From an optimization exercise on the open Yosys and OpenROAD flow, aimed at small area; shortcuts taken in it are not production practice.
In this exercise RTL edits were held to simulation tests only and were not proved equivalent to the original.
No activity file was given, so power comes from the tool's default toggle rates.

Setup of build 1:
// ms53l
module ms53l(
    input       clk,
    input       rst_n,
    input       key_in,
    input       uart_rx,
    output      uart_tx,
    input       uart_rx_ms53l,
    output      uart_tx_ms531,
    output reg  led_out,
    output wire stcp,
    output wire shcp,
    output wire ds,
    output wire oe
);
export LEC_CHECK = 0
export ABC_AREA = 1
export CAP_MARGIN = 20
export CORE_MARGIN = 2
export CORE_UTILIZATION = 40
export SLEW_MARGIN = 20
create_clock -name core_clock -period 10.0 [get_ports {clk}]
standard.sh (not shown) runs the stock make flow with config.mk's settings and CLKGATE_MAP_FILE= SYNTH_SCRIPT=/design/flow/synth_recipe.tcl, a recipe that flattens the netlist after the stock synthesis.
==> flow/flow/run.sh <==
#!/bin/bash
# Standard ORFS layout with a lighter clock tree (no dummy loads, small
# clock buffers) and minimum-size port buffers. Every tool's output is
# kept in its own log file in this folder.
set -euo pipefail
export CTS_ARGS="-sink_clustering_enable -sink_clustering_size 40 -sink_clustering_max_diameter 150 -buf_list {sky130_fd_sc_hd__clkbuf_4 sky130_fd_sc_hd__clkbuf_8} -dont_use_dummy_load -repair_clock_nets"
export BUFFER_PORTS_ARGS="-buffer_cell sky130_fd_sc_hd__buf_1"
bash standard.sh synth > synth.log 2>&1
bash standard.sh finish > layout.log 2>&1
diff inputs: build 1 => build 37
# build 1
export LEC_CHECK = 0
export ABC_AREA = 1
export CAP_MARGIN = 20
export CORE_MARGIN = 2
export CORE_UTILIZATION = 40
export SLEW_MARGIN = 20
create_clock -name core_clock -period 10.0 [get_ports {clk}]
# build 37
export LEC_CHECK = 0
export CAP_MARGIN = 20
export CORE_MARGIN = 2
export CORE_UTILIZATION = 60
export CTS_BUF_LIST = sky130_fd_sc_hd__clkbuf_8
export CTS_CLUSTER_DIAMETER = 300
export CTS_CLUSTER_SIZE = 100
export SLEW_MARGIN = 20
create_clock -name core_clock -period 10.0 [get_ports {clk}]
==> flow/run.sh (new file) <==
#!/bin/bash
# synth_recipe.tcl (not shown) runs the flow's synth.tcl, then flattens the netlist and writes it again
# the make line also repeats each setting of config.mk as NAME=value (left out here)
make -C /OpenROAD-flow-scripts/flow DESIGN_CONFIG=/design/flow/config.mk WORK_HOME=/design/flow/orfs CLKGATE_MAP_FILE= SYNTH_SCRIPT=/design/flow/synth_recipe.tcl finish
removed: flow/flow/run.sh
removed: flow/standard.sh
==> summary.txt <==
- Between build 37 and build 1, it is build 37 whose worst max-slew margin expressed relative to the limit is lower, by 6.5 points.
- Going from build 1 to build 37, the multiplexer share of the synthesized area was found to have gone up by 5.6 points.
- Clock-pin slew of the registers on the worst-case setup and hold paths is lower on build 1
- In the flow results for build 37 and build 1, the non-clock buffer count is larger on build 37.
- Between build 1 and build 37, clock period minus final worst setup slack increased.
- Relative to build 1, the area taken by multi-input logic gates of build 37 is higher by 1.2%.
- Against build 1, build 37 comes in 2.6% lower on cell area after layout.
- Going from build 1 to build 37, the die area was shrunk.
- Post-synthesis compound-gate area fraction: build 37 > build 1
- Average wire per cell in the routed design: build 37 vs build 1 up 3.2 um
- Every stage of the flow completed for build 37, and the final layout passed the timing, DRC and antenna checks.
Relative to build 37, the following input files were edited for build 74:
# build 37
export LEC_CHECK = 0
export CAP_MARGIN = 20
export CORE_MARGIN = 2
export CORE_UTILIZATION = 60
export CTS_BUF_LIST = sky130_fd_sc_hd__clkbuf_8
export CTS_CLUSTER_DIAMETER = 300
export CTS_CLUSTER_SIZE = 100
export SLEW_MARGIN = 20
create_clock -name core_clock -period 10.0 [get_ports {clk}]
# build 74
export LEC_CHECK = 0
export CAP_MARGIN = 20
export CORE_MARGIN = 2
export CORE_UTILIZATION = 40
export SLEW_MARGIN = 20
create_clock -name core_clock -period 10.0 [get_ports {clk}]
Results
Compared with build 37, build 74 shows a utilization that is 19 points lower. Build 74 vs build 37: die outline area up by more than a quarter. Part of the total power dissipated in combinational logic for build 74 is lower than for build 37. According to the power report, total power for build 74 is higher than for build 37. Compare build 37 and build 74 | power share of the clock group lower: build 37. Build 74 has total routed wirelength above what build 37 had. Changes observed in build 74 relative to build 37: number of non-filler instances in the completed layout now larger, number of inserted filler cells in the final layout +about 60%, final HPWL from detailed placement up 350 um, combinational power went up by about 2.2%, sequential share of layout area lost 1.7 points.
Changes in build 11 relative to build 74:
# build 74
export LEC_CHECK = 0
export CAP_MARGIN = 20
export CORE_MARGIN = 2
export CORE_UTILIZATION = 40
export SLEW_MARGIN = 20
create_clock -name core_clock -period 10.0 [get_ports {clk}]
# build 11
export LEC_CHECK = 0
export ABC_AREA = 1
export CAP_MARGIN = 20
export CORE_MARGIN = 2
export CORE_UTILIZATION = 40
export CTS_BUF_LIST = sky130_fd_sc_hd__clkbuf_4
export CTS_CLUSTER_DIAMETER = 100
export CTS_CLUSTER_SIZE = 50
export SLEW_MARGIN = 20
create_clock -name core_clock -period 10.0 [get_ports {clk}]
- Higher minimum period implied by the final worst setup slack was reported by build 74, not build 11.
- The final reports for build 11 and build 74 show area overhead of the layout relative to synthesis lower in the former.
- Relative to build 74, the portion of the clock cycle consumed by the worst path in the final layout of build 11 is lower by 0.77 points.
> inputs changed (build 11 -> build 21)
# build 11
export LEC_CHECK = 0
export ABC_AREA = 1
export CAP_MARGIN = 20
export CORE_MARGIN = 2
export CORE_UTILIZATION = 40
export CTS_BUF_LIST = sky130_fd_sc_hd__clkbuf_4
export CTS_CLUSTER_DIAMETER = 100
export CTS_CLUSTER_SIZE = 50
export SLEW_MARGIN = 20
create_clock -name core_clock -period 10.0 [get_ports {clk}]
# build 21
export LEC_CHECK = 0
export CAP_MARGIN = 20
export CORE_MARGIN = 2
export CORE_UTILIZATION = 40
export CTS_BUF_LIST = sky130_fd_sc_hd__clkbuf_4
export CTS_CLUSTER_DIAMETER = 100
export CTS_CLUSTER_SIZE = 50
export SLEW_MARGIN = 20
create_clock -name core_clock -period 10.0 [get_ports {clk}]
Results
- For build 11, the leading cell type in the layout, fill and taps excluded was sky130_fd_sc_hd__nand2_1, unlike build 21, where it was sky130_fd_sc_hd__dfrtp_1.
- Note that the placed instance count recorded for build 11 amounts to 1.2 times the value seen in build 21.
- Power dissipated in sequential cells: build 11 vs build 21 — no meaningful difference
- Build 11 has a lower mean area per synthesized cell than build 21.
- Termination of the worst setup path = uart_tx: build 11; termination of the worst setup path = oe: build 21
- Build 21: core box area 4.1% below build 11

---

== 01-04 ==
Another version of the RTL of ms53l (not shown whole).
Size in the first run: roughly 130 flip-flops, about 12 I/O pins.
clock: 10.0 ns
lec_check: 0
cap_margin: 20
core_margin: 2
core_utilization: 40
slew_margin: 20
==> flow/flow/run.sh <==
#!/bin/bash
# Layout flow: the standard ORFS flow (standard.sh) with three changes:
#  - synthesis: the standard script (own_synth.tcl = synth_recipe.tcl) with
#    ORFS's adder extraction off and ABC run on an area script
#    (abc_area.abc, with ABC's deep synthesis); flip-flops are mapped exactly as in the standard run;
#  - port buffers are the minimum-size buffer;
#  - clock tree built from clkbuf_4 only, without dummy loads.
# Each tool's full output goes to the ORFS logs, and each make run's output
# to a log file in this folder.
set -euo pipefail
F="$(pwd)/flow"
export OWN_ABC_SCRIPT="$F/abc_area.abc"
export CTS_ARGS='-sink_clustering_enable -buf_list "sky130_fd_sc_hd__clkbuf_4" -dont_use_dummy_load -repair_clock_nets'
export BUFFER_PORTS_ARGS="-buffer_cell sky130_fd_sc_hd__buf_1"
bash standard.sh SYNTH_SCRIPT="$F/own_synth.tcl" ADDER_MAP_FILE= synth > synth.log 2>&1
bash standard.sh SYNTH_SCRIPT="$F/own_synth.tcl" ADDER_MAP_FILE= finish > layout.log 2>&1
==> flow/flow/abc_area.abc <==
strash
&get -n
&fraig -x
&put
scorr
dc2
strash
&get -n
&deepsyn -J 3000
&dch -f
&nf -R 1000
&put
==> flow/flow/own_synth.tcl <==
proc synth {args} { yosys synth -nofsm -noshare {*}$args }
proc abc {args} {
  set i [lsearch -exact $args -script]
  if { $i >= 0 } { lset args [expr { $i + 1 }] $::env(OWN_ABC_SCRIPT) }
  yosys abc {*}$args
}
source $::env(SCRIPTS_DIR)/synth.tcl
# left out here: clear keep_hierarchy, flatten, clean up, hide names made inside functions, write 1_2_yosys.v
01-04: all stages complete, timing, DRC and antenna checks passed
Changes in 11-07 relative to 01-04:
--- a/flow/flow/abc_area.abc
+++ b/flow/flow/abc_area.abc
@@ -8,3 +8,3 @@
 &get -n
-&deepsyn -J 3000
+&deepsyn -J 1000
 &dch -f
Findings:
Maximum operating frequency came out exactly the same in 01-04 and 11-07.
Summary of 11-07 over 01-04: count of buffering cells on the critical path with inverters included roughly the same; number of maximum-capacitance violations neither gained nor lost much; critical path data arrival time held steady; area share of xor/xnor cells in the synthesized design neither gained nor lost much.

---

Setup of job 101:
ms53l, a different RTL version from the one above (not shown whole).
Size: roughly 480 cells after synthesis, about 12 I/O pins, about 0.0051 mm2 of cells after synthesis.
## ms53l
module ms53l(
    input       clk,
    input       rst_n,
    input       key_in,
    input       uart_rx,
    output      uart_tx,
    input       uart_rx_ms53l,
    output      uart_tx_ms531,
    output reg  led_out,
    output wire stcp,
    output wire shcp,
    output wire ds,
    output wire oe
);
export LEC_CHECK = 0
export CAP_MARGIN = 20
export CORE_MARGIN = 2
export CORE_UTILIZATION = 40
export SLEW_MARGIN = 20
create_clock -name core_clock -period 10.0 [get_ports {clk}]
==> flow/flow/abc_area.abc <==
strash
&get -n
&fraig -x
&put
scorr
dc2
strash
&get -n
&deepsyn -J 1000
&dch -f
&nf -R 1000
&put
Scripts as last shown in full above: flow/flow/run.sh, flow/flow/own_synth.tcl
Job 101: all stages complete, timing, DRC and antenna checks passed
diff inputs: job 101 => job 102
-- flow/flow/run.sh --
<<< job 101, line 4
#    ORFS's adder extraction off and ABC run on an area script
#    (abc_area.abc, with ABC's deep synthesis); flip-flops are mapped exactly as in the standard run;
#  - port buffers are the minimum-size buffer;
>>> job 102, line 4
#    ORFS's adder extraction off and ABC run on an area script
#    (abc_area.abc); flip-flops are mapped exactly as in the standard run;
#  - port buffers are the minimum-size buffer;
-- flow/flow/abc_area.abc --
<<< job 101, line 8
&get -n
&deepsyn -J 1000
&dch -f
>>> job 102, line 8
&get -n
&syn2
&dch -f
==> summary.txt <==
Job 102: number of non-clock inverters in the layout is 3 lower than what job 101 reported.
From job 101 to job 102 the numbers moved as follows: routed wire length higher; clock power roughly the same; via count higher.
Comparing job 102 and job 101, clock transition at the registers of the reported paths is lower on job 102.
Between job 102 and job 101, number of vias per cell after detailed routing is higher for job 102, job 101 comes in under that.
Job 101 → job 102: final design instance area without fill rose by 200 um2; multi-input gate share of the layout cell area now sits higher; effective utilization at floorplan moved up.

## port drivers added, routing unchanged
No port has a modelled driver above. Below, the same layouts with a new extraction and two added sets of constraints.
Step 1: set_driving_cell puts a clkbuf_16 on clk and a buf_2 on each other input, an assumption about the parent block.
Step 2 adds t to the input delays and takes it off the output delays; t is the mean of the earliest and latest rising clock arrival at the registers after step 1. Input paths then give back, and output paths get back, about the clock's delay inside the block.
a / b / c = no drivers / after step 1 / after step 2; a / b = the first two.
run	shift t [ns]	setup WS [ns]	worst hold slack (ns)	worst setup path at the end	latest minus earliest clock arrival (ns)
build 1	0.462	5.274 / 5.249 / 5.249	0.367 / 0.367 / 0.367	input to output	0.035 / 0.035
build 37	0.477	4.978 / 4.954 / 4.954	0.373 / 0.373 / 0.373	input to output	0.013 / 0.014
build 74	0.456	4.906 / 4.881 / 4.881	0.368 / 0.368 / 0.368	input to output	0.012 / 0.012
build 11	0.567	4.983 / 4.961 / 4.961	0.357 / 0.357 / 0.357	input to output	0.020 / 0.020
build 21	0.554	4.909 / 4.883 / 4.883	0.380 / 0.380 / 0.380	input to output	0.020 / 0.020
01-04	0.550	4.954 / 4.931 / 4.931	0.379 / 0.379 / 0.379	input to output	0.028 / 0.029
11-07	0.550	4.954 / 4.931 / 4.931	0.379 / 0.379 / 0.379	input to output	0.028 / 0.029
job 101	0.528	4.940 / 4.920 / 4.920	0.381 / 0.381 / 0.381	input to output	0.044 / 0.044
job 102	0.534	4.941 / 4.919 / 4.919	0.388 / 0.388 / 0.388	input to output	0.037 / 0.037
After both steps every run listed still meets setup and hold. For build 21, which loses most, drivers alone change the setup slack by -0.026 ns; drivers and shift together by -0.026 ns.
